Source: an optimization exercise on an open RTL-to-GDS flow (aim: small area). Production flows keep margins and buffers that such runs may drop.
In this exercise RTL edits were held to simulation tests only and were not proved equivalent to the original.

==> v20 <==
==> flow/design.v (excerpt) <==
module ioTest (input  M_CLOCK,         
               input  rst,             
               input  [3:0] IO_PB,     
               input  [7:0] IO_DSW,    
               output [3:0] F_LED,     
               output [7:0] IO_LED,    
               output [3:0] IO_SSEGD,  
               output reg [7:0] IO_SSEG,   
               output IO_SSEG_COL);
Settings: LEC_CHECK=0, CAP_MARGIN=20, CORE_MARGIN=2, CORE_UTILIZATION=40, CTS_BUF_LIST=sky130_fd_sc_hd__clkbuf_8, SLEW_MARGIN=20; clock period 10.0 ns.
standard.sh (not shown) runs the stock make flow with config.mk's settings and CLKGATE_MAP_FILE= SYNTH_SCRIPT=/design/flow/synth_recipe.tcl, a recipe that flattens the netlist after the stock synthesis.
==> flow/flow/run.sh <==
#!/bin/bash
# Own flow: the standard synthesis, then the logic between its flip-flops re-mapped
# for area (flip-flops untouched), then the standard layout from floorplan to finish.
# Each tool's output goes to a log file of its own in the work folder.
set -euo pipefail
W=$PWD
PLAT=${FLOW_PLATFORM:-sky130hd}
YOSYS=$FLOW_HOME/../tools/install/yosys/bin/yosys
[[ -x $YOSYS ]] || YOSYS=yosys
LIB=$FLOW_HOME/platforms/$PLAT/lib/sky130_fd_sc_hd__tt_025C_1v80.lib
RES=$W/orfs/results/$PLAT/ioTest/base
LOGS=$W/orfs/logs/$PLAT/ioTest/base

bash standard.sh synth > $W/synth_std.log 2>&1
cp $RES/1_2_yosys.v $W/std_1_2_yosys.v

# the cells the standard synthesis may not use
DONTUSE=$(grep -o -- '-dont_use [A-Za-z0-9_]*' $LOGS/1_2_yosys.log | sort -u | tr '\n' ' ')
sed -e "s#{LIB}#$LIB#g" -e "s#{STD}#$W/std_1_2_yosys.v#g" -e "s#{ABC}#$W/flow/area.abc#g" \
    -e "s#{DONTUSE}#$DONTUSE#g" -e "s#{OUT}#$W/resyn_1_2_yosys.v#g" flow/resyn.ys > $W/resyn.ys
sed -e "s#{LIB}#$LIB#g" -e "s#{STD}#$W/std_1_2_yosys.v#g" -e "s#{NEW}#$W/resyn_1_2_yosys.v#g" \
    flow/equiv.ys > $W/equiv.ys
if $YOSYS -s $W/resyn.ys > $W/resyn.log 2>&1 && \
   $YOSYS -s $W/equiv.ys > $W/equiv.log 2>&1; then
  cp $W/resyn_1_2_yosys.v $RES/1_2_yosys.v
  touch $RES/1_2_yosys.v
  echo "re-mapped netlist in use" > $W/resyn_status.txt
else
  echo "re-mapping failed or not proven equivalent: standard netlist kept" > $W/resyn_status.txt
fi

bash standard.sh "BUFFER_PORTS_ARGS=-buffer_cell sky130_fd_sc_hd__buf_1" finish > $W/layout.log 2>&1
==> flow/flow/area.abc <==
strash
&get -n
&deepsyn -T 30
&put
dch -f
amap
topo
==> flow/flow/equiv.ys <==
# The re-mapped netlist must do what the standard synthesis's netlist does, flip-flop by flip-flop.
read_liberty -ignore_miss_func {LIB}
read_verilog {STD}
rename ioTest gold
read_verilog {NEW}
rename ioTest gate
flatten gold gate
opt_clean
equiv_make gold gate equiv
hierarchy -top equiv
equiv_simple -undef
equiv_induct -undef
equiv_status -assert
==> flow/flow/resyn.ys <==
# Re-map the combinational logic of the standard synthesis's netlist for area.
# The flip-flops (and tie cells) stay as they are, with their names and cell types.
read_liberty -ignore_miss_func {LIB}
blackbox sky130_fd_sc_hd__*df* sky130_fd_sc_hd__*dl* sky130_fd_sc_hd__conb_1
read_verilog {STD}
hierarchy -top ioTest
flatten
opt_clean
techmap
opt -fast
abc -script {ABC} -liberty {LIB} {DONTUSE}
opt_clean -purge
hilomap -singleton -hicell sky130_fd_sc_hd__conb_1 HI -locell sky130_fd_sc_hd__conb_1 LO
splitnets
opt_clean -purge
insbuf -buf sky130_fd_sc_hd__buf_1 A X
read_liberty -lib -overwrite {LIB}
tee -o {OUT}.stat stat -liberty {LIB}
write_verilog -noattr -nohex -nodec {OUT}
==> inputs of v6, as changes to v20 <==
==> flow/run.sh (new file) <==
#!/bin/bash
# synth_recipe.tcl (not shown) runs the flow's synth.tcl, then flattens the netlist and writes it again
# the make line also repeats each setting of config.mk as NAME=value (left out here)
make -C /OpenROAD-flow-scripts/flow DESIGN_CONFIG=/design/flow/config.mk WORK_HOME=/design/flow/orfs CLKGATE_MAP_FILE= SYNTH_SCRIPT=/design/flow/synth_recipe.tcl finish
removed: flow/flow/run.sh
removed: flow/flow/area.abc
removed: flow/flow/equiv.ys
removed: flow/flow/resyn.ys
removed: flow/standard.sh
==> impl_metrics.json <==
{
  "status": "complete, no violations",
  "clock_cell_area_share_pct": 1.780,
  "critPathRequiredTime_ns": 10.21,
  "stdcell_area_um2": 5624,
  "p_seq_mw": 0.266,
  "fp.dieW_um": 118.2,
  "crit_end": "scnt[2]",
  "nWellTaps": 172,
  "worstPathMaxFanout": 16,
  "power_leakage_nw": 2.219,
  "fin_cells": 877,
  "grt_pass1_wl_um": 24490
}
[end of results for v6]
==> impl_metrics.json <==
{
  "p_seq_mw": 0.236,
  "grt_pass1_wl_um": 14920,
  "status": "complete, no violations",
  "critPathRequiredTime_ns": 10.24,
  "clock_cell_area_share_pct": 2.527,
  "fp.dieW_um": 95.97,
  "fin_cells": 645,
  "crit_end": "scnt[3]",
  "stdcell_area_um2": 3664
}
[end of results for v20]


==> job 2393 <==
ioTest, a different RTL version from the one above (not shown whole).
==> flow/config.mk <==
export PLATFORM = sky130hd
export DESIGN_NAME = ioTest
export DESIGN_NICKNAME = ioTest
export VERILOG_FILES = /design/flow/design.v
export SDC_FILE = /design/flow/constraint.sdc
export NUM_CORES = 4
export LEC_CHECK = 0
export CAP_MARGIN = 20
export CORE_MARGIN = 2
export CORE_UTILIZATION = 40
export CTS_BUF_LIST = sky130_fd_sc_hd__clkbuf_8
export SLEW_MARGIN = 20
==> flow/constraint.sdc <==
create_clock -name core_clock -period 10.0 [get_ports {M_CLOCK}]
set_input_delay 2.0000 -clock core_clock [delete_from_list [all_inputs] [get_ports {M_CLOCK}]]
set_output_delay 2.0000 -clock core_clock [all_outputs]
set_load 0.01 [all_outputs]
==> flow/flow/run.sh <==
#!/bin/bash
# Own flow: the standard synthesis; then the logic between its flip-flops is
# re-mapped for area with ABC (flip-flops untouched, eight ABC seeds tried, the
# smallest result that yosys proves equivalent to the standard netlist is kept);
# then the standard layout from floorplan to finish, with buf_1 as the port buffer.
# Each tool's output goes to a log file of its own in the work folder.
set -euo pipefail
W=$PWD
PLAT=${FLOW_PLATFORM:-sky130hd}
YOSYS=$FLOW_HOME/../tools/install/yosys/bin/yosys
[[ -x $YOSYS ]] || YOSYS=yosys
LIB=$FLOW_HOME/platforms/$PLAT/lib/sky130_fd_sc_hd__tt_025C_1v80.lib
RES=$W/orfs/results/$PLAT/ioTest/base
LOGS=$W/orfs/logs/$PLAT/ioTest/base

bash standard.sh synth > $W/synth_std.log 2>&1
cp $RES/1_2_yosys.v $W/std_1_2_yosys.v

# the cells the standard synthesis may not use
DONTUSE=$(grep -o -- '-dont_use [A-Za-z0-9_]*' $LOGS/1_2_yosys.log | sort -u | tr '\n' ' ')
SEEDS="0 1 2 3 4 5 6 7"
for S in $SEEDS; do
  sed -e "s#{SEED}#$S#" flow/area.abc > $W/area_$S.abc
  sed -e "s#{LIB}#$LIB#g" -e "s#{STD}#$W/std_1_2_yosys.v#g" -e "s#{ABC}#$W/area_$S.abc#g" \
      -e "s#{DONTUSE}#$DONTUSE#g" -e "s#{OUT}#$W/resyn_$S.v#g" flow/resyn.ys > $W/resyn_$S.ys
done
# four at a time
for S in $SEEDS; do
  ( $YOSYS -s $W/resyn_$S.ys > $W/resyn_$S.log 2>&1 || true ) &
  if (( S % 4 == 3 )); then wait; fi
done
wait
# candidates, smallest area first
: > $W/resyn_status.txt
for S in $SEEDS; do
  if [[ -f $W/resyn_$S.v.stat ]]; then
    echo "$(grep 'Chip area' $W/resyn_$S.v.stat | awk '{print $NF}') $S" >> $W/resyn_areas.txt
  fi
done
USED=""
if [[ -f $W/resyn_areas.txt ]]; then
  for S in $(sort -g $W/resyn_areas.txt | awk '{print $2}'); do
    sed -e "s#{LIB}#$LIB#g" -e "s#{STD}#$W/std_1_2_yosys.v#g" -e "s#{NEW}#$W/resyn_$S.v#g" \
        flow/equiv.ys > $W/equiv_$S.ys
    if $YOSYS -s $W/equiv_$S.ys > $W/equiv_$S.log 2>&1; then USED=$S; break; fi
  done
fi
if [[ -n $USED ]]; then
  cp $W/resyn_$USED.v $RES/1_2_yosys.v
  touch $RES/1_2_yosys.v
  echo "re-mapped netlist (seed $USED) in use" >> $W/resyn_status.txt
else
  echo "no re-mapped netlist proven equivalent: standard netlist kept" >> $W/resyn_status.txt
fi

bash standard.sh "BUFFER_PORTS_ARGS=-buffer_cell sky130_fd_sc_hd__buf_1" finish > $W/layout.log 2>&1
==> flow/flow/area.abc <==
strash
&get -n
&deepsyn -T 60 -S {SEED}
&put
dch -f
amap -F 4 -A 8
topo
Other scripts of this flow, unchanged in this note and not shown: flow/flow/equiv.ys, flow/flow/resyn.ys
==> job 4769: changes against job 2393 <==
--- a/flow/design.v
+++ b/flow/design.v
@@ -161,17 +161,16 @@
   wire [3:0]  ones   = tens ? {1'b0, lvl[2:0] - 3'd2} : lvl;
   wire [4:0]  lchar  = (rs == 2'd0) ? 5'd10 : (rs == 2'd1) ? 5'd11 : (rs == 2'd2) ? {4'd0, tens} : {1'b0, ones};
   wire        done   = gt4(scnt, lvl);               
   wire [7:0]  rq     = r[13:6];
   wire [5:0]  rp     = r[5:0];
   wire        pw     = (rp == 6'd49);
   wire [13:0] rinc   = {inc8c(rq, pw), pw ? 6'd0 : inc6(rp)};
-  wire        match  = pw && (rq[6:0] == halfq(lvl)) && (lvl != 4'd13);
+  wire        match  = pw && (rq[6:0] == ((state == S4) ? 7'd39 : halfq(lvl))) && ((state == S4) || (lvl != 4'd13));
   wire        q100   = rq[7] | (rq[6] & rq[5] & (rq[4] | rq[3] | rq[2]));    
-  wire        q40    = rq[6] | (rq[5] & (rq[4] | rq[3]));                    
   wire        q20    = rq[5] | (rq[4] & (rq[3] | rq[2]));                    
   wire        q39    = (rq == 8'd39);
   wire [3:0]  pb     = {~IO_PB[0], ~IO_PB[1], ~IO_PB[2], ~IO_PB[3]};
   wire        single = (pb == 4'd1) || (pb == 4'd2) || (pb == 4'd4) || (pb == 4'd8);
   wire [1:0]  pv     = {~IO_PB[2] | ~IO_PB[3], ~IO_PB[1] | ~IO_PB[3]};
   wire        step   = (state == S1) & match & r[13];
   wire [3:0]  kk     = (state == S5) ? lvl : scnt;
@@ -211,15 +210,15 @@
           end else if (match) begin
             lon <= 1'b0;
             r <= 14'h2000;
             if (done) begin scnt <= 4'd0; state <= S2; end
           end
         end
         S2: begin
-          r <= {13'd0, sv == pv};
+          r <= 14'd0;
           if (tick) begin
             sym <= lchar; lm <= 1'b1; blank <= 1'b0; rs <= {rs[1]^rs[0], ~rs[0]};
           end
           lon <= single; lval <= pv;
           if (single) begin
             if (sv == pv) begin
               scnt <= inc4(scnt); state <= S4;
@@ -240,16 +239,16 @@
           if (scnt == 4'd7 && q39 && rp == 6'd48) begin state <= S5; r <= {8'd128, 6'd0}; end
         end
         S4: begin
           r <= rinc;
           if (tick) begin
             sym <= lchar; lm <= 1'b1; blank <= 1'b0; rs <= {rs[1]^rs[0], ~rs[0]};
           end
-          if (q40) lon <= 1'b0;
-          if (rq == 8'd80 && rp == 6'd0) begin
+          if (match & ~r[13]) begin lon <= 1'b0; r <= 14'h2000; end
+          if (match & r[13]) begin
             r <= 14'd1;
             if (done) begin lvl <= inc4(lvl); scnt <= 4'd0; state <= S1; end
             else state <= S2;
           end
         end
         S5: begin
           r <= rinc;
==> flow/flow/area.abc (replaced) <==
strash
&get -n
&deepsyn -T 600 -S {SEED}
&put
dch -f
amap -F 4 -A 8
topo
==> job 422: changes against job 2393 <==
--- a/flow/design.v
+++ b/flow/design.v
@@ -161,17 +161,16 @@
   wire [3:0]  ones   = tens ? {1'b0, lvl[2:0] - 3'd2} : lvl;
   wire [4:0]  lchar  = (rs == 2'd0) ? 5'd10 : (rs == 2'd1) ? 5'd11 : (rs == 2'd2) ? {4'd0, tens} : {1'b0, ones};
   wire        done   = gt4(scnt, lvl);               
   wire [7:0]  rq     = r[13:6];
   wire [5:0]  rp     = r[5:0];
   wire        pw     = (rp == 6'd49);
   wire [13:0] rinc   = {inc8c(rq, pw), pw ? 6'd0 : inc6(rp)};
-  wire        match  = pw && (rq[6:0] == halfq(lvl)) && (lvl != 4'd13);
+  wire        match  = pw && (rq[6:0] == ((state == S4) ? 7'd39 : halfq(lvl))) && ((state == S4) || (lvl != 4'd13));
   wire        q100   = rq[7] | (rq[6] & rq[5] & (rq[4] | rq[3] | rq[2]));    
-  wire        q40    = rq[6] | (rq[5] & (rq[4] | rq[3]));                    
   wire        q20    = rq[5] | (rq[4] & (rq[3] | rq[2]));                    
   wire        q39    = (rq == 8'd39);
   wire [3:0]  pb     = {~IO_PB[0], ~IO_PB[1], ~IO_PB[2], ~IO_PB[3]};
   wire        single = (pb == 4'd1) || (pb == 4'd2) || (pb == 4'd4) || (pb == 4'd8);
   wire [1:0]  pv     = {~IO_PB[2] | ~IO_PB[3], ~IO_PB[1] | ~IO_PB[3]};
   wire        step   = (state == S1) & match & r[13];
   wire [3:0]  kk     = (state == S5) ? lvl : scnt;
@@ -211,15 +210,15 @@
           end else if (match) begin
             lon <= 1'b0;
             r <= 14'h2000;
             if (done) begin scnt <= 4'd0; state <= S2; end
           end
         end
         S2: begin
-          r <= {13'd0, sv == pv};
+          r <= 14'd0;
           if (tick) begin
             sym <= lchar; lm <= 1'b1; blank <= 1'b0; rs <= {rs[1]^rs[0], ~rs[0]};
           end
           lon <= single; lval <= pv;
           if (single) begin
             if (sv == pv) begin
               scnt <= inc4(scnt); state <= S4;
@@ -240,16 +239,16 @@
           if (scnt == 4'd7 && q39 && rp == 6'd48) begin state <= S5; r <= {8'd128, 6'd0}; end
         end
         S4: begin
           r <= rinc;
           if (tick) begin
             sym <= lchar; lm <= 1'b1; blank <= 1'b0; rs <= {rs[1]^rs[0], ~rs[0]};
           end
-          if (q40) lon <= 1'b0;
-          if (rq == 8'd80 && rp == 6'd0) begin
+          if (match & ~r[13]) begin lon <= 1'b0; r <= 14'h2000; end
+          if (match & r[13]) begin
             r <= 14'd1;
             if (done) begin lvl <= inc4(lvl); scnt <= 4'd0; state <= S1; end
             else state <= S2;
           end
         end
         S5: begin
           r <= rinc;
--- a/flow/flow/run.sh
+++ b/flow/flow/run.sh
@@ -1,10 +1,10 @@
 #!/bin/bash
 # Own flow: the standard synthesis; then the logic between its flip-flops is
-# re-mapped for area with ABC (flip-flops untouched, eight ABC seeds tried, the
+# re-mapped for area with ABC (flip-flops untouched, sixteen ABC seeds tried, the
 # smallest result that yosys proves equivalent to the standard netlist is kept);
 # then the standard layout from floorplan to finish, with buf_1 as the port buffer.
 # Each tool's output goes to a log file of its own in the work folder.
 set -euo pipefail
 W=$PWD
 PLAT=${FLOW_PLATFORM:-sky130hd}
 YOSYS=$FLOW_HOME/../tools/install/yosys/bin/yosys
@@ -14,15 +14,15 @@
 LOGS=$W/orfs/logs/$PLAT/ioTest/base
 
 bash standard.sh synth > $W/synth_std.log 2>&1
 cp $RES/1_2_yosys.v $W/std_1_2_yosys.v
 
 # the cells the standard synthesis may not use
 DONTUSE=$(grep -o -- '-dont_use [A-Za-z0-9_]*' $LOGS/1_2_yosys.log | sort -u | tr '\n' ' ')
-SEEDS="0 1 2 3 4 5 6 7"
+SEEDS="0 1 2 3 4 5 6 7 8 9 10 11 12 13 14 15"
 for S in $SEEDS; do
   sed -e "s#{SEED}#$S#" flow/area.abc > $W/area_$S.abc
   sed -e "s#{LIB}#$LIB#g" -e "s#{STD}#$W/std_1_2_yosys.v#g" -e "s#{ABC}#$W/area_$S.abc#g" \
       -e "s#{DONTUSE}#$DONTUSE#g" -e "s#{OUT}#$W/resyn_$S.v#g" flow/resyn.ys > $W/resyn_$S.ys
 done
 # four at a time
 for S in $SEEDS; do
==> summary of the runs <==
Of job 422 and job 4769, job 422 has the higher synthesized cell count (gap 1.9%, measured against job 4769).
The lowest global-route usage belongs to job 4769, the highest to job 2393.
Against job 422, the clock skew of job 4769 is lower by 0.0017 ns.
In job 4769 the maximum frequency is larger than in job 422, by about 4%.
Count of clock-buffer cells in the layout is the same in job 4769 and job 422.

what the ideal ports hide:
Ports are ideal in the flow. The routed layouts listed here were re-timed in OpenROAD.
Step 1 (the two cells are an assumption about what drives the block):
set clk [get_ports {M_CLOCK}]
set_driving_cell -lib_cell sky130_fd_sc_hd__clkbuf_16 $clk
set_driving_cell -lib_cell sky130_fd_sc_hd__buf_2 [delete_from_list [all_inputs] $clk]
Step 2, shift: input delay + t, output delay - t, t = (earliest + latest rising clock arrival at the registers) / 2. This alone moves slack from input paths to output paths.
a / b / c = no drivers / after step 1 / after step 2; a / b = the first two.
run	t, ns	slack for setup (ns)	latest minus earliest clock arrival (ns)
v20	0.346	4.486 / 4.486 / 4.486	0.010 / 0.010
v6	0.357	3.373 / 3.373 / 3.373	0.007 / 0.008
job 2393	0.338	3.510 / 3.510 / 3.510	0.008 / 0.009
job 4769	0.338	4.107 / 4.107 / 4.107	0.010 / 0.010
job 422	0.335	3.883 / 3.883 / 3.883	0.011 / 0.011
After both steps every run listed still meets setup and hold.
